Source: an optimization exercise on an open RTL-to-GDS flow (aim: small area and a short achievable clock period). Production flows keep margins and buffers that such runs may drop. At most, simulation tests tie the RTL to the original design; equivalence was not proved.

==> job 8601: inputs <==
## MAC
module MAC #(parameter ABIT = 16, BBIT = 16, EBIT = 8)
(
	i_clk,
	i_a, i_b, i_loadVal,
	i_load, i_add, i_useMul,
	o_result
);
	input i_clk, i_load, i_add, i_useMul;
	input signed [15:0] i_a;
	input signed [15:0] i_b;
	input signed [39:0] i_loadVal;
	output signed [39:0] o_result;
  reg [39:0] S;
  reg [30:0] C;   
  wire one1;
  wire two2;
  wire neg3;
  wire pp4;
  wire pp5;
  wire pp6;
  wire pp7;
  wire pp8;
  wire pp9;
  wire pp10;
  wire pp11;
  wire pp12;
  wire pp13;
  wire pp14;
  wire pp15;
  wire pp16;
  wire pp17;
  wire pp18;
  wire pp19;
  wire pp20;
  wire one21;
  wire two22;
  wire neg23;
  wire pp24;
  wire pp25;
  wire pp26;
  wire pp27;
  wire pp28;
  wire pp29;
  wire pp30;
  wire pp31;
  wire pp32;
  wire pp33;
  wire pp34;
  wire pp35;
  wire pp36;
  wire pp37;
  wire pp38;
  wire pp39;
  wire pp40;
  wire one41;
  wire two42;
  wire neg43;
  wire pp44;
  wire pp45;
  wire pp46;
  wire pp47;
  wire pp48;
  wire pp49;
  wire pp50;
  wire pp51;
  wire pp52;
  wire pp53;
  wire pp54;
  wire pp55;
  wire pp56;
  wire pp57;
  wire pp58;
  wire pp59;
  wire pp60;
  wire one61;
  wire two62;
  wire neg63;
  wire pp64;
  wire pp65;
  wire pp66;
  wire pp67;
  wire pp68;
  wire pp69;
  wire pp70;
  wire pp71;
  wire pp72;
  wire pp73;
  wire pp74;
  wire pp75;
  wire pp76;
  wire pp77;
  wire pp78;
  wire pp79;
  wire pp80;
  wire one81;
  wire two82;
  wire neg83;
  wire pp84;
  wire pp85;
  wire pp86;
  wire pp87;
  wire pp88;
  wire pp89;
  wire pp90;
  wire pp91;
  wire pp92;
  wire pp93;
  wire pp94;
  wire pp95;
  wire pp96;
  wire pp97;
  wire pp98;
  wire pp99;
  wire pp100;
  ...
clock: 12.0 ns
lec_check: 0
cap_margin: 20
core_margin: 2
core_utilization: 60
slew_margin: 20
standard.sh (not shown) runs the stock make flow with config.mk's settings and CLKGATE_MAP_FILE= SYNTH_SCRIPT=/design/flow/synth_recipe.tcl, a recipe that flattens the netlist after the stock synthesis.
==> flow/flow/run.sh <==
#!/bin/bash
set -euo pipefail
export BUFFER_PORTS_ARGS="-buffer_cell sky130_fd_sc_hd__buf_2"
bash standard.sh > standard.log 2>&1
==> job 9170: changes against job 8601 <==
==> flow/run.sh (new file) <==
#!/bin/bash
# synth_recipe.tcl (not shown) runs the flow's synth.tcl, then flattens the netlist and writes it again
# the make line also repeats each setting of config.mk as NAME=value (left out here)
make -C /OpenROAD-flow-scripts/flow DESIGN_CONFIG=/design/flow/config.mk WORK_HOME=/design/flow/orfs CLKGATE_MAP_FILE= SYNTH_SCRIPT=/design/flow/synth_recipe.tcl finish
--- a/flow/config.mk
+++ b/flow/config.mk
@@ -9,3 +9,3 @@
 export CORE_MARGIN = 2
-export CORE_UTILIZATION = 60
+export CORE_UTILIZATION = 40
 export SLEW_MARGIN = 20
removed: flow/flow/run.sh
removed: flow/standard.sh
==> job 3485: changes against job 8601 <==
==> flow/flow/run.sh (replaced) <==
#!/bin/bash
set -euo pipefail
export BUFFER_PORTS_ARGS="-buffer_cell sky130_fd_sc_hd__buf_2"
export SETUP_SLACK_MARGIN=6.5
bash standard.sh > standard.log 2>&1
==> comparison table <==
                                                              job 3485                  job 8601                  job 9170
Run status                                    timing/DRC/antenna clean  timing/DRC/antenna clean  timing/DRC/antenna clean
Routed metal-1 wire length                                    13630 µm                  13030 µm                  14730 µm
# nets final                                                      1561                      1488                      1492
Buffers, non-clock                                                 191                       122                       126
Worst path slowest cell                          sky130_fd_sc_hd__fa_2  sky130_fd_sc_hd__xnor2_1  sky130_fd_sc_hd__xnor2_1
Total via count after detailed routing                            9263                      8682                      8548
Die Span Y                                                    136.0 µm                  136.0 µm                  165.7 µm
Relative slew slack                                             0.5460                    0.3824                    0.3299
Number of gates resized after cts                                   61                         0                         0
Critical path endpoint category                            output port                  register                  register
R2r startpoint                                                    S[0]                      C[0]                      C[0]
No run of this note included a check of the RTL's function; only the layout flow was run.

========
==> inputs of run Z <==
MAC, a different RTL version from the one above (not shown whole).
==> flow/config.mk <==
export PLATFORM = sky130hd
export DESIGN_NAME = MAC
export DESIGN_NICKNAME = MAC
export VERILOG_FILES = /design/flow/design.v
export SDC_FILE = /design/flow/constraint.sdc
export NUM_CORES = 4
export LEC_CHECK = 0
export CAP_MARGIN = 20
export CORE_MARGIN = 2
export CORE_UTILIZATION = 60
export CTS_BUF_LIST = sky130_fd_sc_hd__clkbuf_4 sky130_fd_sc_hd__clkbuf_8
export PLACE_DENSITY = 0.7
export SLEW_MARGIN = 20
==> flow/constraint.sdc <==
create_clock -name core_clock -period 12.0 [get_ports {i_clk}]
set_input_delay 2.4000 -clock core_clock [delete_from_list [all_inputs] [get_ports {i_clk}]]
set_output_delay 2.4000 -clock core_clock [all_outputs]
set_load 0.01 [all_outputs]
==> flow/flow/run.sh <==
#!/bin/bash
set -euo pipefail
export BUFFER_PORTS_ARGS="-buffer_cell sky130_fd_sc_hd__buf_2"
export SYNTH_ARGS="-noabc"
export SETUP_SLACK_MARGIN=6.5
bash standard.sh > standard.log 2>&1
==> inputs of run G, as changes to run Z <==
==> flow/flow/run.sh (replaced) <==
#!/bin/bash
set -euo pipefail
export BUFFER_PORTS_ARGS="-buffer_cell sky130_fd_sc_hd__buf_2"
export SYNTH_ARGS="-noabc"
export SETUP_SLACK_MARGIN=6.7
bash standard.sh > standard.log 2>&1
PLACE_DENSITY = default   (was 0.7)
==> inputs of run R, as changes to run Z <==
==> flow/flow/run.sh (replaced) <==
#!/bin/bash
set -euo pipefail
export BUFFER_PORTS_ARGS="-buffer_cell sky130_fd_sc_hd__buf_2"
export SETUP_SLACK_MARGIN=6.5
bash standard.sh > standard.log 2>&1
==> results.txt <==
|  | run R | run G | run Z |
|---|---|---|---|
| Result of the run | finished clean | finished clean | finished clean |
| Slowest Stage Delay on Critical Path | 450 ps | 550 ps | 490 ps |
| Data arrival at the endpoint of the critical path | 3020 ps | 5740 ps | 5710 ps |
| Post-synthesis xor/xnor area fraction | 15.63% | 18.25% | 18.25% |
| Routed wire length on met2 | 12.07 mm | 13.06 mm | 11.01 mm |
| Type of the worst setup path | register to output pin | primary input to register | primary input to register |
| Routing usage on met2 | 48.68% | 51.80% | 47.31% |
| Crit path launch type | register | primary input | primary input |
| Mean Syn Cell Area | 8.590 µm² | 9.186 µm² | 9.186 µm² |
| Well Taps | 220 | 211 | 211 |
| Final weighted congestion of routability-driven global placement | 0.9417 | 0.9624 | 0.9414 |
| Area delta synth->final | 14.01% | 27.04% | 17.68% |
| Maximum fanout along the worst path | 8 | 6 | 11 |
| Final #Nets | 1500 | 1400 | 1372 |
| Max Freq | 184.4 MHz | 184.0 MHz | 183.2 MHz |
| Sum of net half-perimeters after detailed placement | 22.36 mm | 20.06 mm | 19.72 mm |
| Count of vias placed by the detailed router | 8505 | 8221 | 7947 |
| Top-area cell type share of the netlist area | 23.25% | 24.90% | 24.90% |
| Worst path slowest cell | sky130_fd_sc_hd__ha_1 | sky130_fd_sc_hd__fa_2 | sky130_fd_sc_hd__fa_1 |
| Source of the worst register-to-register timing path | C[4] | C[0] | C[0] |
| Die height | 133.6 µm | 129.2 µm | 129.2 µm |
| Number of global-route vias before repair | 8075 | 7827 | 7487 |

========
==> inputs of job 8780 <==
MAC again, from the RTL that the note above started with.
Settings: LEC_CHECK=0, CAP_MARGIN=20, CORE_MARGIN=2, CORE_UTILIZATION=60, CTS_BUF_LIST=sky130_fd_sc_hd__clkbuf_4 sky130_fd_sc_hd__clkbuf_8, PLACE_DENSITY=0.7, SLEW_MARGIN=20; clock period 12.0 ns.
==> flow/flow/run.sh <==
#!/bin/bash
set -euo pipefail
export BUFFER_PORTS_ARGS="-buffer_cell sky130_fd_sc_hd__buf_2"
export SYNTH_ARGS="-noabc"
export SETUP_SLACK_MARGIN=6.6
bash standard.sh > standard.log 2>&1
==> job 3928: changes against job 8780 <==
==> flow/flow/run.sh (replaced) <==
#!/bin/bash
set -euo pipefail
export BUFFER_PORTS_ARGS="-buffer_cell sky130_fd_sc_hd__buf_2"
export SETUP_SLACK_MARGIN=6.5
bash standard.sh > standard.log 2>&1
--- a/flow/config.mk
+++ b/flow/config.mk
@@ -7,7 +7,6 @@
 export LEC_CHECK = 0
 export CAP_MARGIN = 20
 export CORE_MARGIN = 2
-export CORE_UTILIZATION = 60
+export CORE_UTILIZATION = 70
 export CTS_BUF_LIST = sky130_fd_sc_hd__clkbuf_4 sky130_fd_sc_hd__clkbuf_8
-export PLACE_DENSITY = 0.7
 export SLEW_MARGIN = 20
==> comparison <==
Job 3928 finished clean. Job 8780 finished with timing, DRC and antenna clean. Between job 3928 and job 8780, the lower design area is in job 3928 (gap about 3%, measured against job 8780). Sequential share of layout area: job 3928 is higher than job 8780 (0.32 points). In count of clock-buffer cells in the layout, job 8780 and job 3928 do not differ. Worst setup slack: job 8780 is worse than job 3928 (13 ps). Register-to-register slack: job 8780 is better than job 3928 (50 ps). In job 3928 the critical path depth is lower than in job 8780, by 2. In job 8780 the via count is lower than in job 3928, by about 3.6%.
==> figures <==
metric	job 8780	job 3928
Run status	timing/DRC/antenna clean	timing/DRC/antenna clean
Comb_multi_in	835	885
Final setup skew	19.4 ps	8.68 ps
Startpoint of the lowest-slack register-to-register path	C[0]	C[4]
Post-route clock period utilization	0.454	0.453
Final-stage net count	1,399	1,499
Largest incremental delay on the critical path	520 ps	430 ps
Most common cell in the netlist	sky130_fd_sc_hd__xnor2_1	sky130_fd_sc_hd__inv_1
Worst hold-check slack	654 ps	704 ps
Proportion of layout cells with a drive suffix above 1	0.335	0.195
Commonest non-fill, non-tap cell in the layout	sky130_fd_sc_hd__buf_2	sky130_fd_sc_hd__inv_1
Number of filler cells placed in the layout	1,051	947
Synth top area share	0.249	0.232

## separate check: timing with driven ports
Ports are ideal in the flow. The routed layouts listed here were re-timed in OpenROAD.
Step 1, drivers: a clkbuf_16 drives i_clk and a buf_2 each remaining input, both assumed.
Step 2 moves the port delays by t, midway between the first and last clock arrival at a register: inputs arrive t later, outputs are due t later. That takes back most of the time a late clock gives input paths.
Slacks: ideal ports / drivers / drivers and shift; pairs: ideal ports / drivers.
| run | shift t [ns] | slack for setup (ns) | hold WS [ns] |
|---|---|---|---|
| job 8601 | 0.374 | 5.436 / 5.463 / 5.089 | 0.755 / 0.755 / 0.755 |
| job 9170 | 0.379 | 5.070 / 5.090 / 4.711 | 0.728 / 0.728 / 0.728 |
| job 3485 | 0.381 | 6.489 / 6.445 / 6.124 | 0.730 / 0.730 / 0.730 |
| run Z | 0.407 | 6.540 / 6.561 / 6.154 | 0.646 / 0.646 / 0.646 |
| run G | 0.403 | 6.566 / 6.557 / 6.153 | 0.656 / 0.656 / 0.656 |
| run R | 0.382 | 6.578 / 6.540 / 6.163 | 0.722 / 0.722 / 0.722 |
| job 8780 | 0.415 | 6.550 / 6.538 / 6.137 | 0.654 / 0.654 / 0.654 |
| job 3928 | 0.391 | 6.563 / 6.496 / 6.105 | 0.704 / 0.704 / 0.704 |
After both steps every run listed still meets setup and hold. The setup slack of job 3928, which loses most, moves by -0.067 ns with the drivers and by -0.458 ns with both steps.
